This is an optimization exercise on Yosys and OpenROAD, whose aim is small area, not a production implementation. Only simulation tests tie the RTL to the original design; equivalence was not proved.

<file path="flow/flow/run.sh">
#!/bin/bash
# Own layout flow: the standard flow (standard.sh) with a different
# mapping of the combinational logic in synthesis. A copy of ORFS's scripts
# is used for the synth target, with three changes:
#   - abc_area.script is flow/abc_area.script: choice computation and ABC's
#     area mapper (amap), twice;
#   - extract_fa looks for full adders only (half adders are left to ABC);
#   - Yosys's synth skips its quick generic ABC pass (-noabc) before that.
# The synthesis script itself (synth_recipe.tcl), and so the registers, and
# floorplan, placement, CTS and routing are the standard flow's.
# Each tool's output goes to a log file here: synth.log and layout.log (make),
# and ORFS's own logs under orfs/logs.
set -euo pipefail
W=$(pwd)
S=$W/scripts_abc
rm -rf "$S"
mkdir -p "$S"
cp -r "$FLOW_HOME/scripts/." "$S/"
cp "$W/flow/abc_area.script" "$S/abc_area.script"
sed -i -e 's/^  extract_fa {\*}\[dont_use_extract_fa_args\]$/  extract_fa -fa/' \
       -e 's/^  synth -top \$::env(DESIGN_NAME) -run fine: {\*}\$synth_full_args$/  synth -top $::env(DESIGN_NAME) -run fine: -noabc {*}$synth_full_args/' \
       "$S/synth.tcl"
grep -q '^  extract_fa -fa$' "$S/synth.tcl"
grep -q -- '-run fine: -noabc' "$S/synth.tcl"
# the standard make command, for the synth target, with the copied scripts
sed -e 's|"${@:-finish}"|SCRIPTS_DIR='"$S"' synth|' standard.sh > synth_abc.sh
grep -q "scripts_abc synth" synth_abc.sh
bash synth_abc.sh > synth.log 2>&1
# the rest of the standard flow, up to the final DEF
bash standard.sh > layout.log 2>&1
</file>
<file path="flow/flow/abc_area.script">
strash
dch -f
amap -m
strash
dch -f
amap -m
topo
stime -c
</file>
<file path="flow/standard.sh">
#!/bin/bash
# synth_recipe.tcl (not shown) runs the flow's synth.tcl, then flattens the netlist and writes it again
# the make line also repeats each setting of config.mk as NAME=value (left out here)
make -C /OpenROAD-flow-scripts/flow DESIGN_CONFIG=/design/flow/config.mk WORK_HOME=/design/flow/orfs CLKGATE_MAP_FILE= SYNTH_SCRIPT=/design/flow/synth_recipe.tcl "${@:-finish}"
</file>
<file path="flow/config.mk">
export PLATFORM = sky130hd
export DESIGN_NAME = macrow4
export DESIGN_NICKNAME = macrow4
export VERILOG_FILES = /design/flow/design.v
export SDC_FILE = /design/flow/constraint.sdc
export NUM_CORES = 4
export LEC_CHECK = 0
export ABC_AREA = 1
export CAP_MARGIN = 20
export CORE_MARGIN = 2
export CORE_UTILIZATION = 40
export CTS_CLUSTER_DIAMETER = 100
export CTS_CLUSTER_SIZE = 30
export SLEW_MARGIN = 20
export SYNTH_HIERARCHICAL = 1
</file>
<file path="flow/constraint.sdc">
create_clock -name core_clock -period 18.0 [get_ports {clk}]
set_input_delay 3.6000 -clock core_clock [delete_from_list [all_inputs] [get_ports {clk}]]
set_output_delay 3.6000 -clock core_clock [all_outputs]
set_load 0.01 [all_outputs]
</file>
<file path="flow/design.v">
`timescale 1ns/1ns
module mant_mul(
    input  [9:0]  a,         
    input  [12:0] x3,        
    input  [9:0]  b,         
    output [11:0] y
);
    wire [4:0] s1, s2, s3;
    genvar r;
    generate for (r = 0; r < 5; r = r + 1) begin : dig
        assign s1[r] =  b[2*r] & ~b[2*r+1];
        assign s2[r] = ~b[2*r] &  b[2*r+1];
        assign s3[r] =  b[2*r] &  b[2*r+1];
    end endgenerate
    wire n1, n2, n3, n4, n5, n6, n7, n8, n9, n10, n11, n12;
    wire n13, n14, n15, n16, n17, n18, n19, n20, n21, n22, n23, n24;
    wire n25, n26, n27, n28, n29, n30, n31, n32, n33, n34, n35, n36;
    wire n37, n38, n39, n40, n41, n42, n43, n44, n45, n46, n47, n48;
    wire n49, n50, n51, n52, n53, n54, n55, n56, n57, n58, n59, n60;
    wire n61, n62, n63, n64, n65, n66, n67, n68, n69, n70, n71, n72;
    wire n73, n74, n75, n76, n77, n78, n79, n80, n81, n82, n83, n84;
    wire n85, n86, n87, n88, n89, n90, n91, n92, n93, n94, n95, n96;
    wire n97, n98, n99, n100, n101, n102, n103, n104, n105, n106, n107, n108;
    wire n109, n110, n111, n112, n113, n114, n115, n116, n117, n118, n119, n120;
    wire n121, n122, n123, n124, n125, n126, n127, n128, n129, n130, n131, n132;
    wire n133, n134, n135, n136, n137, n138, n139, n140, n141, n142, n143, n144;
    wire n145, n146, n147, n148, n149, n150, n151, n152, n153, n154, n155, n156;
    wire n157, n158, n159, n160, n161, n162, n163, n164, n165, n166, n167, n168;
    wire n169, n170, n171, n172, n173, n174, n176, n177, n179, n180, n182, n184;
    wire n186, n188, n190, n191, n192, n193, n194, n195, n196, n197, n198, n199;
    wire n200, n201, n202, n203, n204, n205, n206, n207, n208, n209, n210, n211;
    wire n212, n213, n214, n215, n216, n217, n218;
    assign n1 = ~((s1[0] & a[0]) | (s3[0] & x3[0]));
    assign n2 = ~((s1[0] & a[1]) | (s2[0] & a[0]) | (s3[0] & x3[1]));
    assign n3 = ~((s1[0] & a[2]) | (s2[0] & a[1]) | (s3[0] & x3[2]));
    assign n4 = ~((s1[0] & a[3]) | (s2[0] & a[2]) | (s3[0] & x3[3]));
    assign n5 = ~((s1[0] & a[4]) | (s2[0] & a[3]) | (s3[0] & x3[4]));
    assign n6 = ~((s1[0] & a[5]) | (s2[0] & a[4]) | (s3[0] & x3[5]));
    assign n7 = ~((s1[0] & a[6]) | (s2[0] & a[5]) | (s3[0] & x3[6]));
    assign n8 = ~((s1[0] & a[7]) | (s2[0] & a[6]) | (s3[0] & x3[7]));
    assign n9 = ~((s1[0] & a[8]) | (s2[0] & a[7]) | (s3[0] & x3[8]));
    assign n10 = ~((s1[0] & a[9]) | (s2[0] & a[8]) | (s3[0] & x3[9]));
    assign n11 = ~(s1[0] | (s2[0] & a[9]) | (s3[0] & x3[10]));
    assign n12 = ~(s2[0] | (s3[0] & x3[11]));
    assign n13 = ~((s3[0] & x3[12]));
    assign n14 = ~((s1[1] & a[0]) | (s3[1] & x3[0]));
    assign n15 = ~((s1[1] & a[1]) | (s2[1] & a[0]) | (s3[1] & x3[1]));
    assign n16 = ~((s1[1] & a[2]) | (s2[1] & a[1]) | (s3[1] & x3[2]));
    assign n17 = ~((s1[1] & a[3]) | (s2[1] & a[2]) | (s3[1] & x3[3]));
    assign n18 = ~((s1[1] & a[4]) | (s2[1] & a[3]) | (s3[1] & x3[4]));
    assign n19 = ~((s1[1] & a[5]) | (s2[1] & a[4]) | (s3[1] & x3[5]));
    assign n20 = ~((s1[1] & a[6]) | (s2[1] & a[5]) | (s3[1] & x3[6]));
    assign n21 = ~((s1[1] & a[7]) | (s2[1] & a[6]) | (s3[1] & x3[7]));
    assign n22 = ~((s1[1] & a[8]) | (s2[1] & a[7]) | (s3[1] & x3[8]));
    assign n23 = ~((s1[1] & a[9]) | (s2[1] & a[8]) | (s3[1] & x3[9]));
    assign n24 = ~(s1[1] | (s2[1] & a[9]) | (s3[1] & x3[10]));
    assign n25 = ~(s2[1] | (s3[1] & x3[11]));
    assign n26 = ~((s3[1] & x3[12]));
    assign n27 = ~((s1[2] & a[0]) | (s3[2] & x3[0]));
    assign n28 = ~((s1[2] & a[1]) | (s2[2] & a[0]) | (s3[2] & x3[1]));
    assign n29 = ~((s1[2] & a[2]) | (s2[2] & a[1]) | (s3[2] & x3[2]));
    assign n30 = ~((s1[2] & a[3]) | (s2[2] & a[2]) | (s3[2] & x3[3]));
    assign n31 = ~((s1[2] & a[4]) | (s2[2] & a[3]) | (s3[2] & x3[4]));
    assign n32 = ~((s1[2] & a[5]) | (s2[2] & a[4]) | (s3[2] & x3[5]));
    assign n33 = ~((s1[2] & a[6]) | (s2[2] & a[5]) | (s3[2] & x3[6]));
    assign n34 = ~((s1[2] & a[7]) | (s2[2] & a[6]) | (s3[2] & x3[7]));
    assign n35 = ~((s1[2] & a[8]) | (s2[2] & a[7]) | (s3[2] & x3[8]));
    assign n36 = ~((s1[2] & a[9]) | (s2[2] & a[8]) | (s3[2] & x3[9]));
    assign n37 = ~(s1[2] | (s2[2] & a[9]) | (s3[2] & x3[10]));
    assign n38 = ~(s2[2] | (s3[2] & x3[11]));
    assign n39 = ~((s3[2] & x3[12]));
    assign n40 = ~((s1[3] & a[0]) | (s3[3] & x3[0]));
    assign n41 = ~((s1[3] & a[1]) | (s2[3] & a[0]) | (s3[3] & x3[1]));
    assign n42 = ~((s1[3] & a[2]) | (s2[3] & a[1]) | (s3[3] & x3[2]));
    assign n43 = ~((s1[3] & a[3]) | (s2[3] & a[2]) | (s3[3] & x3[3]));
    assign n44 = ~((s1[3] & a[4]) | (s2[3] & a[3]) | (s3[3] & x3[4]));
    assign n45 = ~((s1[3] & a[5]) | (s2[3] & a[4]) | (s3[3] & x3[5]));
    assign n46 = ~((s1[3] & a[6]) | (s2[3] & a[5]) | (s3[3] & x3[6]));
    assign n47 = ~((s1[3] & a[7]) | (s2[3] & a[6]) | (s3[3] & x3[7]));
    assign n48 = ~((s1[3] & a[8]) | (s2[3] & a[7]) | (s3[3] & x3[8]));
    assign n49 = ~((s1[3] & a[9]) | (s2[3] & a[8]) | (s3[3] & x3[9]));
    assign n50 = ~(s1[3] | (s2[3] & a[9]) | (s3[3] & x3[10]));
    assign n51 = ~(s2[3] | (s3[3] & x3[11]));
    assign n52 = ~((s3[3] & x3[12]));
    assign n53 = ~((s1[4] & a[0]) | (s3[4] & x3[0]));
    assign n54 = ~((s1[4] & a[1]) | (s2[4] & a[0]) | (s3[4] & x3[1]));
    assign n55 = ~((s1[4] & a[2]) | (s2[4] & a[1]) | (s3[4] & x3[2]));
    assign n56 = ~((s1[4] & a[3]) | (s2[4] & a[2]) | (s3[4] & x3[3]));
    assign n57 = ~((s1[4] & a[4]) | (s2[4] & a[3]) | (s3[4] & x3[4]));
    assign n58 = ~((s1[4] & a[5]) | (s2[4] & a[4]) | (s3[4] & x3[5]));
    assign n59 = ~((s1[4] & a[6]) | (s2[4] & a[5]) | (s3[4] & x3[6]));
    assign n60 = ~((s1[4] & a[7]) | (s2[4] & a[6]) | (s3[4] & x3[7]));
    assign n61 = ~((s1[4] & a[8]) | (s2[4] & a[7]) | (s3[4] & x3[8]));
    assign n62 = ~((s1[4] & a[9]) | (s2[4] & a[8]) | (s3[4] & x3[9]));
    assign n63 = ~(s1[4] | (s2[4] & a[9]) | (s3[4] & x3[10]));
    assign n64 = ~(s2[4] | (s3[4] & x3[11]));
    assign n65 = ~((s3[4] & x3[12]));
    assign n66 = n9 ^ n20;
    assign n67 = ~(n9 | n20);
    assign n72 = n70 ^ n44;
    assign n73 = ~(n70 | n44);
    assign n84 = n82 ^ n58;
    assign n85 = ~(n82 | n58);
    assign n88 = n86 ^ n59;
    assign n89 = ~(n86 | n59);
    assign n92 = n39 ^ n50;
    assign n93 = ~(n39 | n50);
    assign n94 = n7 ^ n18;
    assign n95 = ~(n7 | n18);
    assign n102 = ~n72;
    assign n105 = ~a[1];
    assign n110 = ~n84;
    assign n115 = ~a[5];
    assign n118 = ~n92;
    assign n121 = ~a[7];
    assign n124 = n52 ^ n63;
    assign n125 = ~(n52 | n63);
    assign n126 = n5 ^ n16;
    assign n127 = ~(n5 | n16);
    assign n130 = ~n94;
    assign n133 = ~n95;
    assign n136 = ~n66;
    assign n139 = ~n67;
    assign n142 = ~a[0];
    assign n145 = ~n73;
    assign n148 = ~a[2];
    assign n151 = ~a[3];
    assign n154 = ~n113;
    assign n157 = ~n116;
    assign n160 = ~a[6];
    assign n163 = ~n93;
    assign n166 = ~n123;
    assign n169 = ~n64;
    assign n172 = n3 ^ n14;
    assign n173 = ~(n3 | n14);
    assign n174 = ~n173;
    assign n177 = ~n126;
    assign n180 = ~n127;
    assign n201 = ~n158;
    assign n204 = ~n159;
    assign n209 = ~n167;
    assign n212 = ~n211;
    assign n215 = ~n65;
    assign n218 = n217 ^ n216;
    fa_c u0(.a(n10), .b(n21), .c(n32), .s(n68), .co(n69));
    fa_c u1(.a(n11), .b(n22), .c(n33), .s(n70), .co(n71));
    fa_c u2(.a(n12), .b(n23), .c(n34), .s(n74), .co(n75));
    fa_c u3(.a(n74), .b(n45), .c(n56), .s(n76), .co(n77));
    fa_c u4(.a(n13), .b(n24), .c(n35), .s(n78), .co(n79));
    fa_c u5(.a(n78), .b(n46), .c(n57), .s(n80), .co(n81));
    fa_c u6(.a(n25), .b(n36), .c(n47), .s(n82), .co(n83));
    fa_c u7(.a(n26), .b(n37), .c(n48), .s(n86), .co(n87));
    fa_c u8(.a(n38), .b(n49), .c(n60), .s(n90), .co(n91));
    fa_c u9(.a(n8), .b(n19), .c(n30), .s(n96), .co(n97));
    fa_c u10(.a(n31), .b(n42), .c(n53), .s(n98), .co(n99));
    fa_c u11(.a(n68), .b(n43), .c(n54), .s(n100), .co(n101));
    fa_c u12(.a(n55), .b(n69), .c(n102), .s(n103), .co(n104));
    fa_c u13(.a(n76), .b(n71), .c(n105), .s(n106), .co(n107));
    fa_c u14(.a(n80), .b(n75), .c(n77), .s(n108), .co(n109));
    fa_c u15(.a(n79), .b(n81), .c(n110), .s(n111), .co(n112));
    fa_c u16(.a(n88), .b(a[4]), .c(n85), .s(n113), .co(n114));
    fa_c u17(.a(n90), .b(n87), .c(n115), .s(n116), .co(n117));
    fa_c u18(.a(n61), .b(n91), .c(n118), .s(n119), .co(n120));
    fa_c u19(.a(n51), .b(n62), .c(n121), .s(n122), .co(n123));
    fa_c u20(.a(n6), .b(n17), .c(n28), .s(n128), .co(n129));
    fa_c u21(.a(n29), .b(n40), .c(n130), .s(n131), .co(n132));
    fa_c u22(.a(n96), .b(n41), .c(n133), .s(n134), .co(n135));
    fa_c u23(.a(n98), .b(n97), .c(n136), .s(n137), .co(n138));
    fa_c u24(.a(n100), .b(n99), .c(n139), .s(n140), .co(n141));
    fa_c u25(.a(n103), .b(n101), .c(n142), .s(n143), .co(n144));
    fa_c u26(.a(n106), .b(n104), .c(n145), .s(n146), .co(n147));
    fa_c u27(.a(n108), .b(n107), .c(n148), .s(n149), .co(n150));
    fa_c u28(.a(n111), .b(n109), .c(n151), .s(n152), .co(n153));
    fa_c u29(.a(n83), .b(n112), .c(n154), .s(n155), .co(n156));
    fa_c u30(.a(n89), .b(n114), .c(n157), .s(n158), .co(n159));
    fa_c u31(.a(n119), .b(n117), .c(n160), .s(n161), .co(n162));
    fa_c u32(.a(n122), .b(n120), .c(n163), .s(n164), .co(n165));
    fa_c u33(.a(n124), .b(a[8]), .c(n166), .s(n167), .co(n168));
    fa_c u34(.a(a[9]), .b(n125), .c(n169), .s(n170), .co(n171));
    maj_c u35(.a(n4), .b(n15), .c(n174), .co(n176));
    maj_c u36(.a(n27), .b(n176), .c(n177), .co(n179));
    maj_c u37(.a(n128), .b(n179), .c(n180), .co(n182));
    maj_c u38(.a(n131), .b(n129), .c(n182), .co(n184));
    maj_c u39(.a(n134), .b(n132), .c(n184), .co(n186));
    maj_c u40(.a(n137), .b(n135), .c(n186), .co(n188));
    maj_c u41(.a(n140), .b(n138), .c(n188), .co(n190));
    fa_c u42(.a(n143), .b(n141), .c(n190), .s(n191), .co(n192));
    fa_c u43(.a(n146), .b(n144), .c(n192), .s(n193), .co(n194));
    fa_c u44(.a(n149), .b(n147), .c(n194), .s(n195), .co(n196));
    fa_c u45(.a(n152), .b(n150), .c(n196), .s(n197), .co(n198));
    fa_c u46(.a(n155), .b(n153), .c(n198), .s(n199), .co(n200));
    fa_c u47(.a(n156), .b(n200), .c(n201), .s(n202), .co(n203));
    fa_c u48(.a(n161), .b(n203), .c(n204), .s(n205), .co(n206));
    fa_c u49(.a(n164), .b(n162), .c(n206), .s(n207), .co(n208));
    fa_c u50(.a(n165), .b(n208), .c(n209), .s(n210), .co(n211));
    fa_c u51(.a(n170), .b(n168), .c(n212), .s(n213), .co(n214));
    fa_c u52(.a(n171), .b(n214), .c(n215), .s(n216), .co(n217));
    assign y = {n218, ~n216, n213, ~n210, ~n207, ~n205, ~n202, ~n199, ~n197, ~n195, ~n193, ~n191};
endmodule
module fa_c(input a, input b, input c, output s, output co);
    assign s  = a ^ b ^ c;
    assign co = (a & b) | (a & c) | (b & c);
endmodule
module maj_c(input a, input b, input c, output co);
    assign co = (a & b) | (c & (a | b));
endmodule
`timescale 1ns/1ns
module macrow4(
    input clk,
    input reset_n,
    input enX,
    input[3:0] enW,
    input [15:0] X_i,
    input [15:0] W_i,
    output valid_o,
    output [15:0] Y_o
);
    function [19:0] f_dec(input [15:0] x);
        reg [3:0] lz;
        reg [9:0] mn;
        reg       e0;
        integer i;
        begin
            e0 = (x[14:10] == 5'd0);
            lz = 4'd0;
            for (i = 0; i <= 9; i = i + 1)
                if (x[i]) lz = 4'd9 - i[3:0];
            mn = x[9:0] << (lz + 4'd1);
            f_dec = {x[15], e0 & ~|x[9:0], &x[14:10], e0 & |x[9:0],
                     e0 ? -{2'b00, lz} : {1'b0, x[14:10]},
                     e0 ? mn : x[9:0]};
        end
    endfunction
    function [15:0] f_post(input [9:0] xa, input [9:0] wb, input [11:0] p);
        reg       p1, s, d, zero, inf, pos, ovf, q16, big;
        reg [6:0] Ep, F;
        reg [3:0] sh;
        reg [11:0] pm;
        begin
            p1   = p[11];
            Ep   = {xa[5], xa[5:0]} + {wb[5], wb[5:0]};    
            F    = Ep + {6'd0, p1};                         
            s    = xa[9] ^ wb[9];
            d    = xa[6] ^ wb[6];
            zero = xa[8] | wb[8] | (xa[6] & wb[6]);
            inf  = xa[7] | wb[7];
            pos  = ~F[6] & |F[5:0];                         
            ovf  = ~F[6] & (F[5] | &F[4:0]);                
            q16  = (Ep == 7'd1) & ~p1 & d;
            big  = pos & ~q16;
            if (big)                      sh = {3'd0, p1};
            else if (q16)                 sh = 4'd0;
            else if (Ep == 7'd0)          sh = {3'd0, d};
            else if (Ep[6:2] < 5'b11101)  sh = 4'd12;       
            else                          sh = 4'd1 - Ep[3:0];
            pm   = p >> sh;
            f_post = {s, {5{inf | (~zero & ovf)}} | ((big & ~(inf | zero | ovf)) ? F[4:0] : 5'd0),
                      (inf | zero | ovf) ? 10'd0 : pm[9:0]};
        end
    endfunction
    function [15:0] f_add(input [15:0] a, input [15:0] b);
        reg        sa, sb, ia, ib, zab, sub, agb, sL, hL, hS, c, st, gt, vz, so, si;
        reg [4:0]  ea, eL, eS, df, eo;
        reg [14:0] L, S;
        reg [20:0] S21;
        reg [12:0] Lv, Sv, V, Vs;
        reg [3:0]  lz, n, k;
        reg [5:0]  dn;
        reg [9:0]  mo;
        reg        x, yy;
        integer i;
        begin
            sa = a[15]; sb = b[15];
            ea = a[14:10];
            ia = &a[14:10]; ib = &b[14:10];
            zab = ~|a[14:0] & ~|b[14:0];
            sub = sa ^ sb;
            agb = 1'b1;
            for (i = 0; i < 15; i = i + 1)
                agb = (a[i] & ~b[i]) | (agb & (a[i] | ~b[i]));
            L  = agb ? a[14:0] : b[14:0];
            S  = agb ? b[14:0] : a[14:0];
            sL = agb ? sa : sb;
            hL = |L[14:10]; hS = |S[14:10];
            eL = {L[14:11], L[10] | ~hL};       
            eS = {S[14:11], S[10] | ~hS};
            c = 1'b1;
            for (i = 0; i < 5; i = i + 1) begin
                df[i] = eL[i] ^ ~eS[i] ^ c;
                c = (eL[i] & ~eS[i]) | (c & (eL[i] | ~eS[i]));
            end
            S21 = {hS, S[9:0], 10'd0} >> df;
            st  = |S21[8:0];
            Lv = {1'b0, hL, L[9:0], 1'b0};
            Sv = {1'b0, S21[20:9]} ^ {13{sub}};
            c = sub & ~st;
            for (i = 0; i < 13; i = i + 1) begin
                V[i] = Lv[i] ^ Sv[i] ^ c;
                c = (Lv[i] & Sv[i]) | (c & (Lv[i] | Sv[i]));
            end
            lz = 4'd0;
            for (i = 0; i <= 10; i = i + 1)
                if (V[i]) lz = 4'd10 - i[3:0];
            n = lz + 4'd1;
            c = 1'b0;
            for (i = 0; i < 6; i = i + 1) begin
                x  = (i < 5) ? eL[i] : 1'b0;
                yy = ~((i < 4) ? n[i] : 1'b0);
                dn[i] = x ^ yy ^ c;
                c = (x & yy) | (c & (x | yy));
            end
            gt = ~dn[5];
            if (V[12])      begin eo = eL + 5'd1;      k = 4'd0;     end
            else if (V[11]) begin eo = eL;             k = 4'd1;     end
            else if (gt)    begin eo = dn[4:0] + 5'd1; k = n + 4'd1; end
            else            begin eo = 5'd0;           k = eL[3:0];  end
            Vs = V << k;
            mo = (&eo) ? 10'd0 : Vs[11:2];
            vz = ~|V;
            so = zab ? 1'b0 : (~sub ? sa : (vz ? (~|ea & sa) : sL));
            si = (ia & ib) ? (sa == sb ? sa : 1'b0) : (ia ? sa : sb);
            f_add = (ia | ib) ? {si, 5'b11111, 10'd0} : {so, eo, mo};
        end
    endfunction
    reg [5:0] r_en;
    always @(posedge clk, negedge reset_n) begin
        if (!reset_n)
            r_en <= 6'd0;
        else
            r_en <= {r_en[4:0], enX};
    end
    assign valid_o = r_en[2] & r_en[5];
    wire [19:0] wd = f_dec(W_i);
    reg  [3:0]  w_s, w_z;
    reg  [23:0] w_e;
    reg  [39:0] w_m;
    genvar k;
    generate for (k = 0; k < 4; k = k + 1) begin : tap
        always @(posedge clk, negedge reset_n) begin
            if (!reset_n) begin
                w_s[k] <= 1'b0;
                w_z[k] <= 1'b1;
            end else if (enW[k]) begin
                w_s[k] <= wd[19];
                w_z[k] <= wd[18];
            end
        end
        always @(posedge clk) begin
            if (enW[k]) begin
                w_e[6*k +: 6]   <= wd[15:10];
                w_m[10*k +: 10] <= wd[9:0];
            end
        end
    end endgenerate
    function [9:0] f_wa(input s, input z, input [5:0] e);
        f_wa = {s, z, ~z & (e == 6'd31), e[5] | (e == 6'd0), e};
    endfunction
    wire [19:0] xd = f_dec(X_i);
    reg         x_s, x_z;
    reg  [5:0]  x_e;
    reg  [9:0]  x_m;
    always @(posedge clk) begin
        x_s <= xd[19];
        x_z <= xd[18];
        x_e <= xd[15:10];
        x_m <= xd[9:0];
    end
    wire [5:0]  x_e15 = x_e - 6'd15;
    wire [9:0]  x_a = {x_s, x_z, x_e == 6'd31, x_e[5] | (x_e == 6'd0), x_e15};
    wire [12:0] x3  = {2'b01, x_m, 1'b0} + {3'b001, x_m};      
    wire [11:0] pm0, pm1, pm2, pm3;
    mant_mul mm0(.a(x_m), .x3(x3), .b(w_m[0 +: 10]),  .y(pm0));
    mant_mul mm1(.a(x_m), .x3(x3), .b(w_m[10 +: 10]), .y(pm1));
    mant_mul mm2(.a(x_m), .x3(x3), .b(w_m[20 +: 10]), .y(pm2));
    mant_mul mm3(.a(x_m), .x3(x3), .b(w_m[30 +: 10]), .y(pm3));
    reg [15:0] r_p0, r_p1, r_p2, r_p3;
    always @(posedge clk) begin
        r_p0 <= f_post(x_a, f_wa(w_s[0], w_z[0], w_e[0 +: 6]),  pm0);
        r_p1 <= f_post(x_a, f_wa(w_s[1], w_z[1], w_e[6 +: 6]),  pm1);
        r_p2 <= f_post(x_a, f_wa(w_s[2], w_z[2], w_e[12 +: 6]), pm2);
        r_p3 <= f_post(x_a, f_wa(w_s[3], w_z[3], w_e[18 +: 6]), pm3);
    end
    reg [15:0] s0, s1, s2, y;
    always @(posedge clk) begin
        s0 <= (r_p0[14:0] == 15'd0) ? 16'd0 : r_p0;
        s1 <= f_add(r_p1, s0);
        s2 <= f_add(r_p2, s1);
        y  <= f_add(r_p3, s2);
    end
    assign Y_o = y;
endmodule
</file>
==> impl_metrics.yaml, run 1 <==
status:
  outcome: "no timing/DRC/antenna violations"
cts:
  cts_buffers: 14
  post_cts_buffers: 0
  clock_latency_ns: 0.55
  postCtsResizedCells: 0
  htree_levels: 1
  hold_buffers: 0
  cts_root_buffer: "clkbuf_16"
  clockBufferDepth: 3
  clk_pin_slew_ns: 0.10
  cts_sinks: 224
  tritoncts: "done"
drt:
  totalWireLength_mm: 78.62
  drtAntennaViolNets: 0
  drcViolationCount: 0
  vias: 25195
  wl_per_cell_um: 19.62
  dr.pass1.iters: 15
  drt_iter0_drc: 3756
  viasPerCell: 6.288
placed_design:
  routabilityCongestion: 0.9672
  io_buffers: 55
  dpl_worst_slack_ns: 2.102
  hpwl_mm: 59.82
floorplan:
  die_w_um: 250.9
  die_h_um: 250.9
  ios: 56
  die-area_mm2: 0.06294
  num_rows: 90
  initial_utilization: 0.4039
  core-area_mm2: 0.06036
min_path:
  hp-start: "r_en[1]"
  min_path_cells: 0
  hold_path_end: "r_en[2]"
  hp-class: "reg -> reg"
logic_synthesis:
  ys_warn_count: 7
  synth_edf_count: 64
  synth_area_leaders: "fa_1, dfxtp_1, edfxtp_1, clkinv_1, a222oi_1"
  yosys.area.top_type_share: 0.1971
  syn_area_mm2: 0.02438
  yosysSeqAreaShare: 0.2133
  synth_nets: 3398
  synth_area_per_cell_um2: 7.817
  yosysTopAreaCell: "fa_1"
  async_flop_share: 0.06250
  syn-instance-count: 3119
  ys_types: 58
  ys_ff_latch: 224
  synthFlopType: "dfxtp_1"
sta:
  fin_skew_ns: 0.05978
  hold_violations: 0
  period_share: 0.8985
  worst_pin_slew_ns: 1.151
  finalSetupViolCount: 0
  rsz0062_at_grt: "false"
  final.setup.tns_ns: 0
  hold_ws_ns: 0.3578
  drv_slew: 0
  setup_ws_ns: 1.827
  period_needed_ns: 16.17
  fmax_ghz: 0.06183
  maxSlewHeadroom: 0.2320
global_route:
  gr-total-overflow: 0
  grt_antenna_before_repair: 1
  grt_pass1_wl_mm: 126.4
  grt_util_all_layers: 0.2444
  grt_max_degree: 55
  grt_pass1_vias: 24131
critical_path:
  end_kind: "flip-flop"
  cpPeakStageDelay_ns: 0.82
  reg2reg_to: "s2[9]"
  cpMaxStageDelayCell: "a31oi_1"
  critPathArrivalTime_ns: 16.54
  cp_max_fo: 32
  path_buf_inv: 8
  required_ns: 18.37
  reg2reg_from: "s1[1]"
  criticalPathCategory: "reg -> reg"
  r2r_slack_ns: 1.83
  cp_common_cell: "fa_1"
  worstSetupStartpointType: "flip-flop"
  cp.depth: 65
  critPathTopFamily: "compound AO/OA/AOI/OAI gates"
  reg2reg_depth: 65
final_layout:
  final_cell_mix: "clkinv_1, nor2_1, nand2_1, o22ai_1, o21ai_0"
  utilization: 0.4424
  drive_gt1_frac: 0.02667
  fin_nets: 3496
  fillers: 5980
  multi_input_area_mm2: 0.01731
  diodes: 0
  area_growth_pct: 9.510
  seq_area_mm2: 0.005205
  layout.cells.most_common: "clkinv_1"
flow_run:
  cap_violations: 0
[registers in the layout (all words and copies together) (netlist names), 6 cells and up]
signal / cells
w_e: 24
x_e: 6
r_p1: 16
r_p2: 16
s1: 16
r_p0: 16
w_m: 40
x_m: 10
y: 16
r_p3: 16
r_en: 6
s0: 16
s2: 16
[synth_stat cells, drive strengths merged, types with 11 or more instances]
cell type  number
fa            240
o21a           24
o21ai         261
o21bai         11
a211oi         18
a31oi          25
buf            23
nand2         319
o32ai          15
a221oi         35
nor2          392
o22a           73
o221a          11
nor3           78
o22ai         264
or3            15
nand3          38
nand4          22
a21oi         153
a32oi          13
or2            34
o221ai         17
nor4           25
a22oi          34
clkinv        473
edfxtp         64
a222oi        174
dfxtp         146
[layout make-up]
cell class / instances / area share
Timing Repair Buffer: 105 / 0.03468
Multi-Input combinational cell: 2399 / 0.6482
Clock buffer: 15 / 0.01326
Inverter: 473 / 0.06650
Clock inverter: 9 / 0.005717
Sequential cell: 224 / 0.1949
Tap cell: 782 / 0.03665
[per-stage QoR]
stage / instances / cell area [um^2]
detailed placement: 3983 / 26190
CTS: 4007 / 26700
global placement: 3983 / 26190
floorplan: 3119 / 24380
global route: 4007 / 26700
finish: 4007 / 26700
[Yosys stat by module (local to each module, per instance)]
| module | cell area (um^2) | cells | times used |
|---|---|---|---|
| mant_mul | 892.1 | 145 | 4 |
| maj_c | 12.51 | 3 | 28 |
| macrow4 | 16780 | 2271 | 1 |
| fa_c | 20.02 | 1 | 184 |
[kinds of logic after synthesis]
family	share of synthesized area
adder cells (fa/ha/maj)	0.1971
AND/OR/NAND/NOR	0.1666
AO/OA/AOI/OAI	0.3455
buffers and inverters	0.07759
flip-flops	0.2133
[per-layer routing]
metal  global-route usage  vias to the layer above  wire (um)
li1                     -                    12018          -
met1               0.3231                    11787      33320
met2               0.4137                     1209      36520
met3              0.03023                      181       6043
met4              0.08435                        0       2747
met5                    0                        -          0
[worst max path at each step]
stage,endpoint,startpoint,slack [ns]
3_5_place_dp,s2[9],s1[2],2.10
2_1_floorplan,y[8],r_p3[1],2.09
3_3_place_gp,s2[9],s1[2],2.48
5_1_grt,s2[8],s1[1],0.24
6_report,s2[9],s1[1],1.83
4_1_cts,s2[8],s1[1],2.12
==> run 2: changes to the inputs <==
--- a/flow/design.v
+++ b/flow/design.v
@@ -226,5 +226,5 @@
             for (i = 0; i <= 9; i = i + 1)
                 if (x[i]) lz = 4'd9 - i[3:0];
-            mn = x[9:0] << (lz + 4'd1);
+            mn = {x[8:0], 1'b0} << lz;
             f_dec = {x[15], e0 & ~|x[9:0], &x[14:10], e0 & |x[9:0],
                      e0 ? -{2'b00, lz} : {1'b0, x[14:10]},
@@ -232,4 +232,15 @@
         end
     endfunction
+    function [6:0] f_add7(input [6:0] u, input [6:0] v, input ci);
+        reg       c;
+        integer i;
+        begin
+            c = ci;
+            for (i = 0; i < 7; i = i + 1) begin
+                f_add7[i] = u[i] ^ v[i] ^ c;
+                c = (u[i] & v[i]) | (c & (u[i] | v[i]));
+            end
+        end
+    endfunction
     function [15:0] f_post(input [9:0] xa, input [9:0] wb, input [11:0] p);
         reg       p1, s, d, zero, inf, pos, ovf, q16, big;
@@ -239,6 +250,6 @@
         begin
             p1   = p[11];
-            Ep   = {xa[5], xa[5:0]} + {wb[5], wb[5:0]};    
-            F    = Ep + {6'd0, p1};                         
+            Ep   = f_add7({xa[5], xa[5:0]}, {wb[5], wb[5:0]}, 1'b0);    
+            F    = f_add7(Ep, 7'd0, p1);                              
             s    = xa[9] ^ wb[9];
             d    = xa[6] ^ wb[6];
@@ -265,5 +276,5 @@
         reg [20:0] S21;
         reg [12:0] Lv, Sv, V, Vs;
-        reg [3:0]  lz, n, k;
+        reg [3:0]  lz, k;
         reg [5:0]  dn;
         reg [9:0]  mo;
@@ -302,17 +313,16 @@
             for (i = 0; i <= 10; i = i + 1)
                 if (V[i]) lz = 4'd10 - i[3:0];
-            n = lz + 4'd1;
             c = 1'b0;
             for (i = 0; i < 6; i = i + 1) begin
                 x  = (i < 5) ? eL[i] : 1'b0;
-                yy = ~((i < 4) ? n[i] : 1'b0);
+                yy = (i < 4) ? ~lz[i] : 1'b1;
                 dn[i] = x ^ yy ^ c;
                 c = (x & yy) | (c & (x | yy));
             end
-            gt = ~dn[5];
-            if (V[12])      begin eo = eL + 5'd1;      k = 4'd0;     end
-            else if (V[11]) begin eo = eL;             k = 4'd1;     end
-            else if (gt)    begin eo = dn[4:0] + 5'd1; k = n + 4'd1; end
-            else            begin eo = 5'd0;           k = eL[3:0];  end
+            gt = ~dn[5] & |dn[4:0];
+            if (V[12])      begin eo = eL + 5'd1; k = 4'd0;        end
+            else if (V[11]) begin eo = eL;        k = 4'd1;        end
+            else if (gt)    begin eo = dn[4:0];   k = lz + 4'd2;   end
+            else            begin eo = 5'd0;      k = eL[3:0];     end
             Vs = V << k;
             mo = (&eo) ? 10'd0 : Vs[11:2];
@@ -368,5 +378,20 @@
     wire [5:0]  x_e15 = x_e - 6'd15;
     wire [9:0]  x_a = {x_s, x_z, x_e == 6'd31, x_e[5] | (x_e == 6'd0), x_e15};
-    wire [12:0] x3  = {2'b01, x_m, 1'b0} + {3'b001, x_m};      
+    function [12:0] f_x3(input [9:0] m);
+        reg [12:0] u, v, r;
+        reg        c;
+        integer i;
+        begin
+            u = {2'b01, m, 1'b0};
+            v = {3'b001, m};
+            c = 1'b0;
+            for (i = 0; i < 13; i = i + 1) begin
+                r[i] = u[i] ^ v[i] ^ c;
+                c = (u[i] & v[i]) | (c & (u[i] | v[i]));
+            end
+            f_x3 = r;
+        end
+    endfunction
+    wire [12:0] x3  = f_x3(x_m);
     wire [11:0] pm0, pm1, pm2, pm3;
     mant_mul mm0(.a(x_m), .x3(x3), .b(w_m[0 +: 10]),  .y(pm0));
--- a/flow/config.mk
+++ b/flow/config.mk
@@ -12,4 +12,5 @@
 export CTS_CLUSTER_DIAMETER = 100
 export CTS_CLUSTER_SIZE = 30
+export PLACE_DENSITY = 0.45
 export SLEW_MARGIN = 20
 export SYNTH_HIERARCHICAL = 1
==> run 2 against run 1 <==
  * Still clean
  * Synthesized cell count down 6.1%
  * Critical path type unchanged
  * Maximum frequency decreased by 0.81%
==> impl_metrics.yaml, run 2 <==
logic_synthesis:
  syn-instance-count: 2928
  async_flop_share: 0.06250
  yosysMostFrequentCell: "clkinv_1"
  yosysSeqAreaShare: 0.2180
  ys_ff_latch: 224
  synth_nets: 3230
  synth_area_per_cell_um2: 8.146
  syn_area_mm2: 0.02385
  ys_types: 55
  synth_area_leaders: "fa_1, dfxtp_1, edfxtp_1, a222oi_1, clkinv_1"
  ys_warn_count: 7
  ys_top_cells_by_count: "clkinv_1, nor2_1, fa_1"
  yosys.area.top_type_share: 0.2207
  synth_edf_count: 64
  yosysTopAreaCell: "fa_1"
  synthFlopType: "dfxtp_1"
final_layout:
  area_growth_pct: 10.37
  fin_nets: 3333
  drive_gt1_frac: 0.03287
  final_cells: 3815
  layout.cells.most_common: "clkinv_1"
  largest_register_ffs: 40
  largest-register: "w_m"
  diodes: 0
  multi_input_area_mm2: 0.01691
  seq_area_mm2: 0.005210
  final_cell_mix: "clkinv_1, nor2_1, fa_1, o22ai_1, nand2_1"
  fillers: 5849
  largestRegisters: "w_m (40), w_e (24)"
critical_path:
  critPathTopFamily: "adder cells"
  cp_common_cell: "fa_1"
  path_buf_inv: 6
  required_ns: 18.37
  cpMaxStageDelayCell: "o22ai_1"
  crit_path_start: "s1[0]"
  reg2reg_from: "s1[0]"
  cp.depth: 62
  worstSetupStartpointType: "flip-flop"
  r2r_slack_ns: 1.70
  cp_max_fo: 30
  reg2reg_to: "s2[8]"
  cpPeakStageDelay_ns: 0.83
  criticalPathCategory: "reg -> reg"
  endpoint: "s2[8]"
  end_kind: "flip-flop"
  critPathArrivalTime_ns: 16.68
  reg2reg_depth: 62
floorplan:
  ios: 56
  num_rows: 89
  core-area_mm2: 0.05902
  initial_utilization: 0.4041
  die_h_um: 248.2
  die_w_um: 248.2
  die-area_mm2: 0.06160
cts:
  hold_buffers: 0
  clockBufferDepth: 3
  cts_sinks: 224
  cts_root_buffer: "clkbuf_16"
  postCtsResizedCells: 0
  tritoncts: "done"
  cts_buffers: 17
  clk_pin_slew_ns: 0.09
  htree_levels: 1
  clock_latency_ns: 0.54
  post_cts_buffers: 0
drt:
  dr.pass1.iters: 22
  vias: 23920
  drtAntennaViolNets: 0
  viasPerCell: 6.270
  wl_per_cell_um: 20.85
  drcViolationCount: 0
  totalWireLength_mm: 79.54
  drt_iter0_drc: 2867
sta:
  period_needed_ns: 16.30
  worst_pin_slew_ns: 1.110
  hold_violations: 0
  maxSlewHeadroom: 0.2570
  fmax_ghz: 0.06133
  finalSetupViolCount: 0
  setup_ws_ns: 1.695
  drv_slew: 0
  period_share: 0.9058
  final.setup.tns_ns: 0
  fin_skew_ns: 0.02105
  rsz0062_at_grt: "false"
global_route:
  grt_antenna_before_repair: 2
  grt_util_all_layers: 0.2555
  gr-total-overflow: 0
  grt_pass1_wl_mm: 125.6
  grt_pass1_vias: 22677
  grt_max_degree: 53
placed_design:
  dp_cells: 3785
  io_buffers: 55
  hpwl_mm: 60.80
  routabilityCongestion: 0.9357
  dpl_worst_slack_ns: 1.826
min_path:
  hp-class: "reg -> reg"
status:
  outcome: "no timing/DRC/antenna violations"
flow_run:
  cap_violations: 0
run 2: cell types whose count changed in the layout (fill, tap and decap cells not counted), sizes merged, moves of 13 or more:
cell	before	now
clkinv	475	444
fa	240	263
nand2	319	259
nor2	392	368
o21a	24	11
o21ai	261	186
run 2: worst min-delay path by stage:
stage | from | to | slack (ns) | cells after the start
CTS | r_en[0] | r_en[1] | 0.36 | 0
global route | r_p0[4] | s0[4] | 0.37 | 0
floorplan | r_en[0] | r_en[1] | 0.33 | 0
finish | r_en[0] | r_en[1] | 0.36 | 0
global placement | r_en[1] | r_en[2] | 0.34 | 0
detailed placement | r_en[4] | r_en[5] | 0.34 | 0
run 2: kinds of logic (layout without fill, tap and decap cells):
logic type	count (synthesis)	count (layout)	synth area share
compound gates	1087	1087	0.3249
buf+inv	464	578	0.07428
simple gates	890	890	0.1621
fa+ha+maj	263	263	0.2207
flops	224	224	0.2180
run 2: area by class of cell:
cell class	instances	share of cell area
multi-input cells	2240	0.6422
flip-flops and latches	224	0.1979
inverters	441	0.06288
well taps	773	0.03674
repair buffers	107	0.03546
clock buffers	17	0.01616
clock inverters	13	0.008651
run 2: stage by stage:
step                hold slack [ns]  utilization  instance area, um^2
finish                       0.3573       0.4460                26320
global route                 0.3712       0.4460                26320
CTS                          0.3632       0.4460                26320
detailed placement           0.3403       0.4349                25670
global placement             0.3352       0.4348                25660
floorplan                    0.3312            -                23850
run 2: routing by layer:
layer / vias to the layer above / wire length, um / track usage
met5: - / 14 / 0
met4: 2 / 2897 / 0.09051
met3: 148 / 5963 / 0.03501
met2: 1072 / 34810 / 0.3958
met1: 11366 / 35850 / 0.3650
li1: 11332 / - / -
run 2: per-module statistics from Yosys, one instance, submodules excluded:
module / cells / cell area (um^2) / flops+latches / times used
fa_c: 1 / 20.02 / 0 / 184
macrow4: 2080 / 16250 / 224 / 1
maj_c: 3 / 12.51 / 0 / 28
mant_mul: 145 / 892.1 / 0 / 4
==> run 3: changes to the inputs <==
--- a/flow/design.v
+++ b/flow/design.v
@@ -30,5 +30,5 @@
     wire n186, n188, n190, n191, n192, n193, n194, n195, n196, n197, n198, n199;
     wire n200, n201, n202, n203, n204, n205, n206, n207, n208, n209, n210, n211;
-    wire n212, n213, n214, n215, n216, n217, n218;
+    wire n212, n214, n215, n216, n217;
     assign n1 = ~((s1[0] & a[0]) | (s3[0] & x3[0]));
     assign n2 = ~((s1[0] & a[1]) | (s2[0] & a[0]) | (s3[0] & x3[1]));
@@ -142,5 +142,5 @@
     assign n212 = ~n211;
     assign n215 = ~n65;
-    assign n218 = n217 ^ n216;
+    assign y[11] = n217 ^ n216;
     fa_c u0(.a(n10), .b(n21), .c(n32), .s(n68), .co(n69));
     fa_c u1(.a(n11), .b(n22), .c(n33), .s(n70), .co(n71));
@@ -194,7 +194,16 @@
     fa_c u49(.a(n164), .b(n162), .c(n206), .s(n207), .co(n208));
     fa_c u50(.a(n165), .b(n208), .c(n209), .s(n210), .co(n211));
-    fa_c u51(.a(n170), .b(n168), .c(n212), .s(n213), .co(n214));
+    fa_c u51(.a(n170), .b(n168), .c(n212), .s(y[9]), .co(n214));
     fa_c u52(.a(n171), .b(n214), .c(n215), .s(n216), .co(n217));
-    assign y = {n218, ~n216, n213, ~n210, ~n207, ~n205, ~n202, ~n199, ~n197, ~n195, ~n193, ~n191};
+    assign y[0] = ~n191;
+    assign y[1] = ~n193;
+    assign y[2] = ~n195;
+    assign y[3] = ~n197;
+    assign y[4] = ~n199;
+    assign y[5] = ~n202;
+    assign y[6] = ~n205;
+    assign y[7] = ~n207;
+    assign y[8] = ~n210;
+    assign y[10] = ~n216;
 endmodule
 module fa_c(input a, input b, input c, output s, output co);
==> run 3 against run 2 <==
  * Register-to-register slack got worse by 0.27 ns
  * First-iteration DRC count fell by 6.8%
  * Wire length rose by 0.83%
  * Area after synthesis fell by 0.25%
  * Critical path type unchanged
  * Sequential share of layout area barely moved
==> impl_metrics.yaml, run 3 <==
sta:
  worst_pin_slew_ns: 1.264
  finalSetupViolCount: 0
  rsz0062_at_grt: "false"
  hold_violations: 0
  maxSlewHeadroom: 0.1562
  period_share: 0.9206
  final.setup.tns_ns: 0
  period_needed_ns: 16.57
  fmax_ghz: 0.06035
  drv_slew: 0
  hold_ws_ns: 0.3550
  setup_ws_ns: 1.430
  fin_skew_ns: 0.02920
critical_path:
  reg2reg_to: "y[0]"
  criticalPathCategory: "reg -> reg"
  end_kind: "flip-flop"
  reg2reg_from: "r_p3[2]"
  cpMaxStageDelayCell: "clkinv_1"
  r2r_slack_ns: 1.43
  cp_max_fo: 31
  cp_common_cell: "a21oi_1"
  critPathArrivalTime_ns: 17.03
  reg2reg_depth: 69
  required_ns: 18.46
  cpPeakStageDelay_ns: 0.68
  worstSetupStartpointType: "flip-flop"
drt:
  drt_iter0_drc: 2673
  totalWireLength_mm: 80.20
  dr.pass1.iters: 14
  viasPerCell: 6.259
  wl_per_cell_um: 21.05
  vias: 23854
  drcViolationCount: 0
  drtAntennaViolNets: 0
placed_design:
  dpl_worst_slack_ns: 1.496
  routabilityCongestion: 0.9231
  hpwl_mm: 60.38
  io_buffers: 55
final_layout:
  layout.cells.most_common: "clkinv_1"
  fin_nets: 3329
  drive_gt1_frac: 0.03095
  area_growth_pct: 10.37
  final_cell_mix: "clkinv_1, nor2_1, fa_1, o22ai_1, nand2_1"
  largest-register: "w_m"
  utilization: 0.4458
  largestRegisters: "w_m (40), w_e (24)"
  largest_register_ffs: 40
min_path:
  min_path_cells: 0
  hold_path_end: "r_en[2]"
  hp-start: "r_en[1]"
  hp-class: "reg -> reg"
logic_synthesis:
  yosysMostFrequentCell: "clkinv_1"
  async_flop_share: 0.06250
  ys_top_cells_by_count: "clkinv_1, nor2_1, fa_1"
  ys_types: 54
  yosys.area.top_type_share: 0.2213
  syn-instance-count: 2920
  ys_warn_count: 7
  ys_ff_latch: 224
  syn_area_mm2: 0.02379
  synth_area_per_cell_um2: 8.148
  synthFlopType: "dfxtp_1"
  synth_nets: 3222
  synth_area_leaders: "fa_1, dfxtp_1, edfxtp_1, a222oi_1, clkinv_1"
  yosysSeqAreaShare: 0.2186
  yosysTopAreaCell: "fa_1"
  synth_edf_count: 64
floorplan:
  ios: 56
  core-area_mm2: 0.05891
  die_h_um: 247.9
  initial_utilization: 0.4039
  die-area_mm2: 0.06145
  die_w_um: 247.9
  num_rows: 89
global_route:
  grt_pass1_wl_mm: 125.6
  grt_util_all_layers: 0.2552
  grt_max_degree: 53
  grt_pass1_vias: 22621
  gr-total-overflow: 0
  grt_antenna_before_repair: 0
cts:
  cts_root_buffer: "clkbuf_16"
  cts_sinks: 224
  htree_levels: 1
  clk_pin_slew_ns: 0.10
  hold_buffers: 0
  clockBufferDepth: 3
  tritoncts: "done"
  cts_buffers: 17
  clock_latency_ns: 0.53
status:
  outcome: "no timing/DRC/antenna violations"
flow_run:
  cap_violations: 0
==> run 3: layer usage <==
metal	vias up	track usage	part of all wire
met5	-	0	0
met4	0	0.07027	0.030
met3	128	0.03049	0.067
met2	935	0.4135	0.46
met1	11461	0.3592	0.45
li1	11330	-	-
==> run 3: worst max-delay path by stage <==
stage / from / endpoint
finish: r_p3[2] / y[0]
global route: r_p1[2] / s1[8]
CTS: r_p3[2] / y[0]
detailed placement: r_p3[2] / y[0]
global placement: r_p3[3] / y[9]
floorplan: r_p3[2] / y[9]
==> run 3: area by class of cell <==
type	count	area (um^2)
Clock buffer	17	425.4
Sequential cell	224	5206
Multi-Input combinational cell	2240	16920
Antenna cell	1	2.502
Timing Repair Buffer	103	905.9
Inverter	441	1655
Fill cell	5810	32650
Clock inverter	12	180.2
Tap cell	773	967.2
==> run 3: per-module statistics from Yosys, one instance, submodules excluded <==
module / area (um^2) / cells / times used / flip-flops and latches
mant_mul: 877.1 / 143 / 4 / 0
maj_c: 12.51 / 3 / 28 / 0
macrow4: 16250 / 2080 / 1 / 224
fa_c: 20.02 / 1 / 184 / 0
==> run 3: timing repair <==
action | CTS | global route
buffers inserted | 0 | 0
gates resized for setup | 0 | 1
setup endpoints to repair | 0 | 10
==> run 3: per-stage QoR <==
stage / instance area (um^2) / std cells
after floorplan: 23790 / 2920
after global placement: 25640 / 3781
after detailed placement: 25640 / 3781
after CTS: 26250 / 3810
after global routing: 26260 / 3810
final: 26260 / 3811
==> run 3: critical path: cells and delay by family, from the launching register on <==
kind	cells	cell delay, ns
AND/OR/NAND/NOR	12	1.93
AO/OA/AOI/OAI	33	5.30
buffers and inverters	9	2.59
adder cells (fa/ha/maj)	15	6.24
flip-flops	1	0.36
==> run 3: kinds of logic after synthesis <==
kind of cell | Yosys count | share of synthesized area
AOI/OAI and AO/OA | 1087 | 0.3257
adders and majority gates | 263 | 0.2213
buffers and inverters | 456 | 0.07194
DFF | 224 | 0.2186
and+or+nand+nor | 890 | 0.1625
==> run 4: changes to the inputs <==
--- a/flow/flow/run.sh
+++ b/flow/flow/run.sh
@@ -8,5 +8,7 @@
 #   - Yosys's synth skips its quick generic ABC pass (-noabc) before that.
 # The synthesis script itself (synth_recipe.tcl), and so the registers, and
-# floorplan, placement, CTS and routing are the standard flow's.
+# floorplan, placement, CTS and routing are the standard flow's, except that
+# the buffer that placement puts on every input and output port is the
+# smallest buffer, sky130_fd_sc_hd__buf_1 (BUFFER_PORTS_ARGS).
 # Each tool's output goes to a log file here: synth.log and layout.log (make),
 # and ORFS's own logs under orfs/logs.
@@ -28,3 +30,3 @@
 bash synth_abc.sh > synth.log 2>&1
 # the rest of the standard flow, up to the final DEF
-bash standard.sh > layout.log 2>&1
+bash standard.sh BUFFER_PORTS_ARGS="-buffer_cell sky130_fd_sc_hd__buf_1" finish > layout.log 2>&1
==> run 4 against run 3 <==
  * Clock skew up 0.0023 ns
  * Wire length shrank 0.49%
  * Core utilization fell by 0.54 points
  * Die area unchanged
  * Clock-buffer cell count rose by 3
  * Sequential cell count is the same
  * Area after synthesis unchanged
  * Maximum frequency increased by 0.10%
  * Critical endpoint is now s2[8]
==> impl_metrics.yaml, run 4 <==
floorplan:
  ios: 56
  num_rows: 89
  die_w_um: 247.9
  initial_utilization: 0.4039
  core-area_mm2: 0.05891
  die_h_um: 247.9
  die-area_mm2: 0.06145
final_layout:
  layout.cells.most_common: "clkinv_1"
  largestRegisters: "w_m (40), w_e (24)"
  largest_register_ffs: 40
  design_area_mm2: 0.02594
  final_cells: 3815
  drive_gt1_frac: 0.03222
  utilization: 0.4404
  area_growth_pct: 9.045
  diodes: 0
  fin_nets: 3334
  largest-register: "w_m"
  final_cell_mix: "clkinv_1, nor2_1, fa_1, o22ai_1, nand2_1"
critical_path:
  end_kind: "flip-flop"
  criticalPathCategory: "reg -> reg"
  required_ns: 18.39
  worstSetupStartpointType: "flip-flop"
  cpPeakStageDelay_ns: 0.85
  cp_max_fo: 30
  cpMaxStageDelayCell: "o22ai_1"
  r2r_slack_ns: 1.45
  cp_common_cell: "fa_1"
  critPathArrivalTime_ns: 16.94
logic_synthesis:
  synth_area_leaders: "fa_1, dfxtp_1, edfxtp_1, a222oi_1, clkinv_1"
  synthFlopType: "dfxtp_1"
  yosysTopAreaCell: "fa_1"
  yosysMostFrequentCell: "clkinv_1"
  ys_ff_latch: 224
  ys_types: 54
  syn-instance-count: 2920
  synth_nets: 3222
  syn_area_mm2: 0.02379
  synth_area_per_cell_um2: 8.148
  async_flop_share: 0.06250
  ys_warn_count: 7
  synth_edf_count: 64
  yosysSeqAreaShare: 0.2186
  ys_top_cells_by_count: "clkinv_1, nor2_1, fa_1"
  yosys.area.top_type_share: 0.2213
min_path:
  hp-class: "reg -> reg"
global_route:
  grt_util_all_layers: 0.2556
  grt_pass1_vias: 22372
  grt_max_degree: 53
  grt_antenna_before_repair: 1
  grt_pass1_wl_mm: 125.7
  gr-total-overflow: 0
cts:
  cts_root_buffer: "clkbuf_16"
  tritoncts: "done"
  htree_levels: 1
  clock_latency_ns: 0.54
  cts_buffers: 17
  clockBufferDepth: 3
  cts_sinks: 224
  clk_pin_slew_ns: 0.11
  hold_buffers: 0
placed_design:
  routabilityCongestion: 0.8919
  dpl_worst_slack_ns: 1.533
  dp_cells: 3785
  dpl-instance-area_mm2: 0.02533
  hpwl_mm: 60.32
  io_buffers: 55
sta:
  rsz0062_at_grt: "false"
  hold_violations: 0
  worst_pin_slew_ns: 1.238
  hold_ws_ns: 0.3582
  maxSlewHeadroom: 0.1735
  drv_slew: 0
  fin_skew_ns: 0.03152
  fmax_ghz: 0.06041
  final.setup.tns_ns: 0
  setup_ws_ns: 1.446
  period_needed_ns: 16.55
  period_share: 0.9196
  finalSetupViolCount: 0
status:
  outcome: "no timing/DRC/antenna violations"
drt:
  vias: 23707
  viasPerCell: 6.214
  dr.pass1.iters: 14
  drt_iter0_drc: 2801
  totalWireLength_mm: 79.81
  drtAntennaViolNets: 0
  wl_per_cell_um: 20.92
  drcViolationCount: 0
flow_run:
  cap_violations: 0
## run 4: final timing paths
kind,to,from,cells after the start
max reg2reg,s2[8],s1[0],62
min in group asynchronous,w_s[1],reset_n,1
max in group asynchronous,r_en[1],reset_n,1
min reg2reg,r_en[5],r_en[4],0
max,s2[8],s1[0],62
min,r_en[5],r_en[4],0
## run 4: modules after synthesis (local to each module, per instance)
| module | cells | flops+latches |
|---|---|---|
| macrow4 | 2080 | 224 |
| maj_c | 3 | 0 |
| mant_mul | 143 | 0 |
| fa_c | 1 | 0 |
## run 4: area by class of cell
cell class,count,area (um^2)
Clock buffer,20,457.9
Clock inverter,9,128.9
Fill cell,5834,32960
Inverter,441,1659
Multi-Input combinational cell,2240,16910
Sequential cell,224,5209
Tap cell,773,967.2
Timing Repair Buffer,108,616.8
## run 4: layer usage
metal	wire length, um	share of wire	track usage
met1	35800	0.45	0.3585
met2	36940	0.46	0.4189
met3	5162	0.065	0.03330
met4	1898	0.024	0.05777
met5	0	0	0.001590
## run 4: timing repair
action	4_1_cts	5_1_grt
gates resized for setup	0	2
endpoints found under the hold margin	0	0
setup endpoints to repair	0	11
setup buffers	0	0
## run 4: cells by family after synthesis
family,count (synthesis),synth area share
AOI/OAI and AO/OA,1087,0.3257
adders and majority gates,263,0.2213
buffers and inverters,456,0.07194
DFF,224,0.2186
and+or+nand+nor,890,0.1625
## run 4: critical path, delay by kind of cell (launching register included)
family	cells	cell delay (ns)
adders and majority gates	16	6.84
AOI/OAI and AO/OA	31	5.99
and+or+nand+nor	9	1.47
buffers and inverters	6	1.75
DFF	1	0.35
==> run 5: changes to the inputs <==
--- a/flow/config.mk
+++ b/flow/config.mk
@@ -12,4 +12,5 @@
 export CTS_CLUSTER_DIAMETER = 100
 export CTS_CLUSTER_SIZE = 30
+export GPL_TIMING_DRIVEN = 0
 export PLACE_DENSITY = 0.45
 export SLEW_MARGIN = 20
==> run 5 against run 4 <==
  * Sequential share of layout area fell by 0.17 points
  * Still clean
  * Clock-buffer cell count is 1 higher
  * Maximum frequency down 1.5%
  * Synthesized cell count is the same
  * First-iteration DRC count grew 2.1%
  * Cell area up 0.94%
==> impl_metrics.yaml, run 5 <==
status:
  outcome: "no timing/DRC/antenna violations"
global_route:
  met3_usage: 0.03547
  gr-total-overflow: 0
  grt_pass1_wl_mm: 123.9
  grt_max_degree: 35
  grt_pass1_vias: 22324
  top_usage_layer: "met2"
  grt.met1_usage: 0.3599
  grt_util_met2: 0.4038
  grt_antenna_before_repair: 2
  grt_util_all_layers: 0.2517
drt:
  dr.pass1.iters: 14
  viasPerCell: 6.253
  drt_iter0_drc: 2861
  vias: 23793
  wl_per_cell_um: 20.85
  drtAntennaViolNets: 0
  totalWireLength_mm: 79.33
  drcViolationCount: 0
logic_synthesis:
  synthMuxAreaShare: 0
  synth_nets: 3222
  ys_types: 54
  synth_edf_count: 64
  yosysMostFrequentCell: "clkinv_1"
  yosysTopAreaCell: "fa_1"
  synth_compound_area_frac: 0.3257
  syn_area_mm2: 0.02379
  synthAdderAreaFrac: 0.2213
  synth_area_leaders: "fa_1, dfxtp_1, edfxtp_1, a222oi_1, clkinv_1"
  synthFlopType: "dfxtp_1"
  yosysSeqAreaShare: 0.2186
  ys_ff_latch: 224
  synthXorXnorAreaFrac: 0
  ys_warn_count: 7
  async_flop_share: 0.06250
  synth_area_per_cell_um2: 8.148
  ys_top_cells_by_count: "clkinv_1, nor2_1, fa_1"
  syn-instance-count: 2920
  synthSimpleGateAreaFrac: 0.1625
  synth_top_family_by_area: "compound AO/OA/AOI/OAI gates"
  yosys.area.top_type_share: 0.2213
floorplan:
  die_w_um: 247.9
  num_rows: 89
  ios: 56
  die_h_um: 247.9
  die-area_mm2: 0.06145
  initial_utilization: 0.4039
  core-area_mm2: 0.05891
critical_path:
  cpPeakStageDelay_ns: 0.62
  cp_max_fo: 16
  required_ns: 18.37
  worstSetupStartpointType: "flip-flop"
  criticalPathCategory: "reg -> reg"
  cp_common_cell: "fa_1"
  cpMaxStageDelayCell: "a2111oi_0"
  critPathArrivalTime_ns: 17.18
  end_kind: "flip-flop"
  critPathTopFamily: "adder cells"
  path_buf_inv: 9
cts:
  cts_sinks: 224
  clockBufferDepth: 3
  clock_latency_ns: 0.54
  htree_levels: 1
  cts_buffers: 18
  cts_root_buffer: "clkbuf_16"
  clk_pin_slew_ns: 0.10
  tritoncts: "done"
sta:
  maxSlewHeadroom: 0.2104
  drv_slew: 0
  period_needed_ns: 16.81
  fmax_ghz: 0.05950
  setup_ws_ns: 1.193
  finalSetupViolCount: 0
  rsz0062_at_grt: "false"
  worst_pin_slew_ns: 1.183
  fin_skew_ns: 0.03298
  period_share: 0.9337
  hold_violations: 0
final_layout:
  diodes: 0
  drive_gt1_frac: 0.03529
  largest_register_ffs: 40
  multi_input_area_mm2: 0.01707
  final_cell_mix: "clkinv_1, nor2_1, nand2_1, o22ai_1, fa_1"
  layout.cells.most_common: "clkinv_1"
  utilization: 0.4445
  seq_area_mm2: 0.005213
  fin_nets: 3322
  area_growth_pct: 10.07
  largestRegisters: "w_m (40), w_e (24)"
  largest-register: "w_m"
  fillers: 5900
placed_design:
  routabilityCongestion: 0.8772
  dpl_worst_slack_ns: -0.002496
  io_buffers: 55
  hpwl_mm: 59.99
flow_run:
  cap_violations: 0
min_path:
  hp-class: "reg -> reg"
## run 5: cell counts after synthesis
Identical to the previous run, type by type.
## run 5: worst register-to-register path: cells and delay by family, from the launching register on
kind / cells / cell delay, ns
flops: 1 / 0.36
simple gates: 9 / 1.46
fa+ha+maj: 16 / 6.82
compound gates: 29 / 6.03
buf+inv: 9 / 1.98
## run 5: worst paths after layout
path / cells past startpoint / start / to / slack (ns)
max in group asynchronous: 1 / reset_n / w_z[1] / 14.60
worst max register to register: 63 / s1[0] / s2[9] / 1.19
worst min register to register: 0 / r_en[4] / r_en[5] / 0.33
min in group asynchronous: 1 / reset_n / w_s[2] / 3.01
worst max-delay path: 63 / s1[0] / s2[9] / 1.19
worst min-delay path: 0 / r_en[4] / r_en[5] / 0.33
## run 5: cells by family (layout without fill, tap and decap cells)
kind of cell / Yosys count / count (layout)
AO/OA/AOI/OAI: 1087 / 1089
AND/OR/NAND/NOR: 890 / 890
adder cells (fa/ha/maj): 263 / 263
buffers and inverters: 456 / 566
flip-flops: 224 / 224
## run 5: Yosys stat by module, one instance, submodules excluded
module / flops+latches / area [um^2] / times used
maj_c: 0 / 12.51 / 28
mant_mul: 0 / 877.1 / 4
macrow4: 224 / 16250 / 1
fa_c: 0 / 20.02 / 184
## run 5: layout make-up
class / instances / share of cell area
inverter: 441 / 0.06364
timing repair buffer: 76 / 0.01973
multi-input combinational: 2242 / 0.6520
clock buffer: 21 / 0.01926
buffer: 15 / 0.002150
timing repair inverter: 2 / 0.0003822
clock inverter: 11 / 0.006880
sequential: 224 / 0.1991
tap: 773 / 0.03693
## run 5: routing by layer
| metal | wire, um | part of all wire |
|---|---|---|
| met5 | 13 | 0.00016 |
| met4 | 1481 | 0.019 |
| met3 | 5327 | 0.067 |
| met2 | 36250 | 0.46 |
| met1 | 36260 | 0.46 |
## run 5: timing repair
action                                  4_1_cts  5_1_grt
gates resized for setup                       0       19
hold buffers                                  0        0
endpoints found under the setup margin        0       70
buffers inserted                              0        4
## run 5: stage by stage
step	cell area (um^2)	hold WS, ns	setup TNS, ns	std cells
after CTS	25990	0.3365	0	3795
final	26190	0.3335	0	3805
after floorplan	23790	0.3312	0	2920
after global routing	26190	0.3414	0	3805
after detailed placement	25300	0.3371	-0.002496	3763
after global placement	24970	0.3335	-127.70	3748

-- port drivers added, routing unchanged --
In the flow no input, the clock included, has a driving cell. The finished layouts below were timed again as built, in two steps. Step 1, drivers: a clkbuf_16 drives clk and a buf_2 each remaining input, both assumed. Step 2, shift: input delay + t, output delay - t, t = (earliest + latest rising clock arrival at the registers) / 2. This alone moves slack from input paths to output paths. Slacks: ideal / step 1 / step 2; pairs: ideal / step 1.
run | t, ns | setup WS [ns] | worst data-port slew with drivers (ns)
run 1 | 0.582 | 1.827 / 1.827 / 1.827 | 0.03
run 2 | 0.597 | 1.695 / 1.695 / 1.695 | 0.04
run 3 | 0.579 | 1.430 / 1.430 / 1.430 | 0.05
run 4 | 0.587 | 1.446 / 1.446 / 1.446 | 0.05
run 5 | 0.590 | 1.193 / 1.193 / 1.193 | 0.05
After both steps setup and hold are still met in every run listed.
